Background: an optimization exercise with open tools, aiming at small area, a short achievable clock period and few clock cycles per item. Do not read the settings as production practice.
The RTL was checked by simulation tests, not by an equivalence proof against the original design.
The clock port is modelled as an ideal driver; clocking choices that lean on that would not hold on a real chip.
Power figures rest on the tool's default switching activity, not on a simulated workload.

// router_switch
module router_switch
#(
    parameter ROUTER_WIDTH = 2,
    parameter AURORA_WIDTH = 256
)(
    input clk,
    input rst_n,
    input [ROUTER_WIDTH - 1:0] src_router,
    input empty_input_port_0,
    input [AURORA_WIDTH - 1:0] data_in_port_0,
    output rd_input_port_0,
    input empty_ack_fifo,
    input [AURORA_WIDTH - 1:0] ack_data,
    output rd_ack_fifo,
    input empty_input_port_1,
    input [AURORA_WIDTH - 1:0] data_in_port_1,
    output rd_input_port_1,
    input empty_input_port_2,
    input [AURORA_WIDTH - 1:0] data_in_port_2,
    output rd_input_port_2,
    output we_output_port_0,
    output [AURORA_WIDTH - 1:0] data_out_port_0,
    output we_output_port_1,
    output [AURORA_WIDTH - 1:0] data_out_port_1,
    output we_output_port_2,
    output [AURORA_WIDTH - 1:0] data_out_port_2
);
switch #(
    .ROUTER_WIDTH(ROUTER_WIDTH),
    .AURORA_WIDTH(AURORA_WIDTH)
) switch_i (
    .clk(clk),
    .rst_n(rst_n),
    .src_router(src_router),
    .empty_input_port_0(empty_input_port_0),
    .data_in_port_0(data_in_port_0),
    .rd_input_port_0(rd_input_port_0),
    .empty_ack_fifo(empty_ack_fifo),
    .ack_data(ack_data),
    .rd_ack_fifo(rd_ack_fifo),
    .empty_input_port_1(empty_input_port_1),
    .data_in_port_1(data_in_port_1),
    .rd_input_port_1(rd_input_port_1),
    .empty_input_port_2(empty_input_port_2),
    .data_in_port_2(data_in_port_2),
    .rd_input_port_2(rd_input_port_2),
    .we_output_port_0(we_output_port_0),
    .data_out_port_0(data_out_port_0),
    .we_output_port_1(we_output_port_1),
    .data_out_port_1(data_out_port_1),
    .we_output_port_2(we_output_port_2),
    .data_out_port_2(data_out_port_2)
);
endmodule
For scale: ~2100 cells after synthesis, roughly 13000 µm² of cells after synthesis.
export LEC_CHECK = 0
export CAP_MARGIN = 20
export CORE_AREA = 5 5 315 315
export DIE_AREA = 0 0 320 320
export SLEW_MARGIN = 20
export SYNTH_HIERARCHICAL = 1
create_clock -name core_clock -period 5.0 [get_ports {clk}]
standard.sh (not shown) runs the stock make flow with config.mk's settings and CLKGATE_MAP_FILE= SYNTH_SCRIPT=/design/flow/synth_recipe.tcl, a recipe that flattens the netlist after the stock synthesis.
==> flow/flow/run.sh <==
#!/bin/bash
# Own layout flow: the standard ORFS flow with
#  - minimum-size port buffers (every port still gets its own buffer),
#  - every pin placed by hand at one track pitch on a small die: the data
#    bits in order around the edge, each bit's pins side by side, and the
#    destination bits with the control pins,
#  - balanced fanout trees for the path-select registers,
#  - after CTS, a timing repair of the control and select paths only.
set -euo pipefail
here=$(pwd)
export BUFFER_PORTS_ARGS="-buffer_cell sky130_fd_sc_hd__buf_1"
export PRE_IO_PLACEMENT_TCL="$here/flow/pins.tcl"
export PP_CORNER=5
export PRE_RESIZE_TCL="$here/flow/resize_pre.tcl"
export POST_CTS_TCL="$here/flow/cts_post.tcl"
export TUNE_MARGIN=2.1
bash standard.sh > "$here/standard.log" 2>&1
==> flow/flow/cts_post.tcl <==
# After CTS: repair the control and select paths toward a tighter target
# than the clock needs, holding the per-bit data-path cells as they are.
source [file join [file dirname [info script]] tune.tcl]
tn_hold_data_path
estimate_parasitics -placement
repair_timing -setup -setup_margin $::env(TUNE_MARGIN) -sequence "sizeup,swap" -verbose
tn_release
detailed_placement
estimate_parasitics -placement
report_wns
==> flow/flow/pinplace.tcl <==
# Place every pin by hand around the die: the data bits in order around the
# edge, each bit's seven pins side by side, and the control pins with the
# destination bits (2 and 3) in the middle of the bottom edge. One routing
# track between pins; the clock pin gets free tracks on both sides.
proc pp_bit_pins {j} {
  set names {}
  foreach p {data_in_port_0 ack_data data_in_port_1 data_in_port_2 data_out_port_2 data_out_port_0 data_out_port_1} {
    lappend names "$p\[$j\]"
  }
  return $names
}
proc pp_place_all {} {
  set block [ord::get_db_block]
  set dbu [$block getDbUnitsPerMicron]
  set die [$block getDieArea]
  set W [expr {double([$die xMax]) / $dbu}]
  set H [expr {double([$die yMax]) / $dbu}]
  set tech [ord::get_db_tech]
  set m2 [$tech findLayer met2]
  set m3 [$tech findLayer met3]
  # track grids
  set g2 [$block findTrackGrid $m2]
  set g3 [$block findTrackGrid $m3]
  set xs {}
  foreach x [$g2 getGridX] { lappend xs [expr {double($x) / $dbu}] }
  set ys {}
  foreach y [$g3 getGridY] { lappend ys [expr {double($y) / $dbu}] }
  set margin $::env(PP_CORNER)
  # slots counterclockwise from the middle of the bottom edge:
  # bottom (left to right from middle), right (bottom to top), top (right
  # to left), left (top to bottom), bottom (left to middle)
  set bot {}
  foreach x $xs { if {$x > $margin && $x < $W - $margin} { lappend bot $x } }
  set side {}
  foreach y $ys { if {$y > $margin && $y < $H - $margin} { lappend side $y } }
  set nb [llength $bot]
  set mid [expr {$nb / 2}]
  set slots {}
  foreach x [lrange $bot $mid end] { lappend slots [list met2 $x 0 B] }
  foreach y $side { lappend slots [list met3 $W $y R] }
  foreach x [lreverse $bot] { lappend slots [list met2 $x $H T] }
  foreach y [lreverse $side] { lappend slots [list met3 0 $y L] }
  foreach x [lrange $bot 0 [expr {$mid - 1}]] { lappend slots [list met2 $x 0 B] }
  set ns [llength $slots]
  # pin order: control group first (centred at the start), then the bits
  set ctl [pp_bit_pins 2]
  foreach p {empty_input_port_0 rd_input_port_0 empty_ack_fifo rd_ack_fifo src_router[0] - clk - rst_n src_router[1]
             we_output_port_0 we_output_port_1 we_output_port_2 empty_input_port_1 rd_input_port_1 empty_input_port_2 rd_input_port_2} {
    lappend ctl $p
  }
  set ctl [concat $ctl [pp_bit_pins 3]]
  set order {}
  for {set j 4} {$j < 256} {incr j} { set order [concat $order [pp_bit_pins $j]] }
  set order [concat $order [pp_bit_pins 0] [pp_bit_pins 1]]
  set n [expr {[llength $ctl] + [llength $order]}]
  if {$n > $ns} { error "pinplace: $n pins, $ns slots" }
  # spread the bit pins evenly over the slots left after the control group
  set nc [llength $ctl]
  set half [expr {$nc / 2}]
  set placed {}
  # control group: slots ns-half .. ns-1 and 0 .. nc-half-1
  for {set k 0} {$k < $nc} {incr k} {
    set s [expr {($ns - $half + $k) % $ns}]
    lappend placed [list [lindex $ctl $k] $s]
  }
  set first [expr {$nc - $half}]
  set last [expr {$ns - $half - 1}]
  set avail [expr {$last - $first + 1}]
  set nbits [llength $order]
  set nbit_groups [expr {$nbits / 7}]
  # each bit group keeps its pins on adjacent slots; groups are spread evenly
  set spare [expr {$avail - $nbits}]
  for {set gi 0} {$gi < $nbit_groups} {incr gi} {
    set base [expr {$first + $gi * 7 + int(double($gi) * $spare / $nbit_groups)}]
    for {set k 0} {$k < 7} {incr k} {
      lappend placed [list [lindex $order [expr {$gi * 7 + $k}]] [expr {$base + $k}]]
    }
  }
  foreach pr $placed {
    lassign $pr name s
    if {$name eq "-"} continue
    lassign [lindex $slots $s] layer x y edge
    if {$layer eq "met2"} { set sz {0.14 0.8} } else { set sz {0.8 0.3} }
    place_pin -pin_name $name -layer $layer -location [list $x $y] -pin_size $sz -force_to_die_boundary
  }
  puts "pinplace: placed [llength $placed] pins on $ns slots"
}
==> flow/flow/resize_pre.tcl <==
# Before repair_design: rebuild the select registers' fanout trees.
source [file join [file dirname [info script]] seltree.tcl]
foreach inst [[ord::get_db_block] getInsts] {
  if {![regexp {^switch_i\.sel_[ab]\\\[[0-3]\\\]\$_DFF} [$inst getName]]} continue
  foreach it [$inst getITerms] {
    if {[$it isOutputSignal] && [$it getNet] ne "NULL"} {
      st_build [[$it getNet] getName] 32 sky130_fd_sc_hd__buf_8 8 sky130_fd_sc_hd__buf_12
    }
  }
}
Other scripts of this flow, unchanged in this note and not shown: flow/flow/pins.tcl, flow/flow/seltree.tcl, flow/flow/tune.tcl
Testbench counts at the start, summed over its fixed seeds: cycles 1,175, items 1,920.
Edit:
--- a/flow/flow/run.sh
+++ b/flow/flow/run.sh
@@ -4 +4 @@
-#  - every pin placed by hand at one track pitch on a small die: the data
+#  - every pin placed by hand, close together on a small die: the data
@@ -13,0 +14,2 @@
+export PP_STEP2=1
+export PP_STEP3=1
@@ -16 +18 @@
-export TUNE_MARGIN=2.1
+export TUNE_MARGIN=1.97
--- a/flow/flow/pinplace.tcl
+++ b/flow/flow/pinplace.tcl
@@ -4 +4,2 @@
-# track between pins; the clock pin gets free tracks on both sides.
+# track (or PP_STEP2 / PP_STEP3 tracks on met2 / met3) between pins; the
+# clock pin gets free slots on both sides.
@@ -31,0 +33,2 @@
+  set step2 $::env(PP_STEP2)
+  set step3 $::env(PP_STEP3)
@@ -33 +36,2 @@
-  foreach x $xs { if {$x > $margin && $x < $W - $margin} { lappend bot $x } }
+  set k 0
+  foreach x $xs { if {$x > $margin && $x < $W - $margin} { if {$k % $step2 == 0} { lappend bot $x }; incr k } }
@@ -35 +39,2 @@
-  foreach y $ys { if {$y > $margin && $y < $H - $margin} { lappend side $y } }
+  set k 0
+  foreach y $ys { if {$y > $margin && $y < $H - $margin} { if {$k % $step3 == 0} { lappend side $y }; incr k } }
--- a/flow/flow/resize_pre.tcl
+++ b/flow/flow/resize_pre.tcl
@@ -7 +7 @@
-      st_build [[$it getNet] getName] 32 sky130_fd_sc_hd__buf_8 8 sky130_fd_sc_hd__buf_12
+      st_build [[$it getNet] getName] 64 sky130_fd_sc_hd__buf_8 4 sky130_fd_sc_hd__buf_8
PLACE_DENSITY = 0.35   (was default)
Result:
- The changed run finished clean
- die area does not change
- sequential share of layout area is about the same
- cell area came out lower by 1.6%
- synthesized cell count stays the same
- sequential power decreases by about 5%
- routed wire length increases by 27%
- clock power is higher by 22%
- cell count came out higher by 0.77%
- hold slack loses 0.0059 ns
Edit:
--- a/flow/flow/run.sh
+++ b/flow/flow/run.sh
@@ -4 +4 @@
-#  - every pin placed by hand, close together on a small die: the data
+#  - every pin placed by hand at one track pitch on a small die: the data
@@ -14,2 +13,0 @@
-export PP_STEP2=1
-export PP_STEP3=1
@@ -18 +16 @@
-export TUNE_MARGIN=1.97
+export TUNE_MARGIN=2.15
--- a/flow/flow/pinplace.tcl
+++ b/flow/flow/pinplace.tcl
@@ -4,2 +4 @@
-# track (or PP_STEP2 / PP_STEP3 tracks on met2 / met3) between pins; the
-# clock pin gets free slots on both sides.
+# track between pins; the clock pin gets free tracks on both sides.
@@ -33,2 +31,0 @@
-  set step2 $::env(PP_STEP2)
-  set step3 $::env(PP_STEP3)
@@ -36,2 +33 @@
-  set k 0
-  foreach x $xs { if {$x > $margin && $x < $W - $margin} { if {$k % $step2 == 0} { lappend bot $x }; incr k } }
+  foreach x $xs { if {$x > $margin && $x < $W - $margin} { lappend bot $x } }
@@ -39,2 +35 @@
-  set k 0
-  foreach y $ys { if {$y > $margin && $y < $H - $margin} { if {$k % $step3 == 0} { lappend side $y }; incr k } }
+  foreach y $ys { if {$y > $margin && $y < $H - $margin} { lappend side $y } }
PLACE_DENSITY = default   (was 0.35)
=> The new run went through all stages and came out clean. Wire length is lower by about 24%. Die area stays the same. Clock power is lower by about 19%.
Edit:
--- a/flow/flow/run.sh
+++ b/flow/flow/run.sh
@@ -16 +16 @@
-export TUNE_MARGIN=2.15
+export TUNE_MARGIN=2.2
==> flow/flow/resize_pre.tcl (replaced) <==
# Before repair_design: rebuild the select registers' fanout trees.
source [file join [file dirname [info script]] seltree.tcl]
foreach p {a b} {
  for {set i 0} {$i < 4} {incr i} {
    st_build "switch_i.sel_${p}\\\[$i\\\]" 32 sky130_fd_sc_hd__buf_8 8 sky130_fd_sc_hd__buf_12
  }
}
The new run failed in placement repair. Synthesized cell count does not change. Synthesized area does not change.

[re-timing with driven ports]
Ports are ideal in the flow. The routed layouts listed here were re-timed in OpenROAD. Step 1, drivers: a clkbuf_16 drives clk and a buf_2 each remaining input, both assumed. Step 2 moves the port delays by t, midway between the first and last clock arrival at a register: inputs arrive t later, outputs are due t later. That takes back most of the time a late clock gives input paths. a / b / c = ideal ports / drivers / drivers and shift; a / b = the first two.
| run | t, ns | slack for setup (ns) | cell pins on the clock port's net |
|---|---|---|---|
| the first run | 0.293 | 1.915 / 1.858 / 1.785 | 1 |
| the second run | 0.300 | 1.855 / 1.781 / 1.692 | 1 |
| the third run | 0.287 | 1.902 / 1.829 / 1.825 | 1 |
After both steps every run listed still meets setup and hold. For the second run, which loses most, drivers alone change the setup slack by -0.074 ns; drivers and shift together by -0.163 ns.
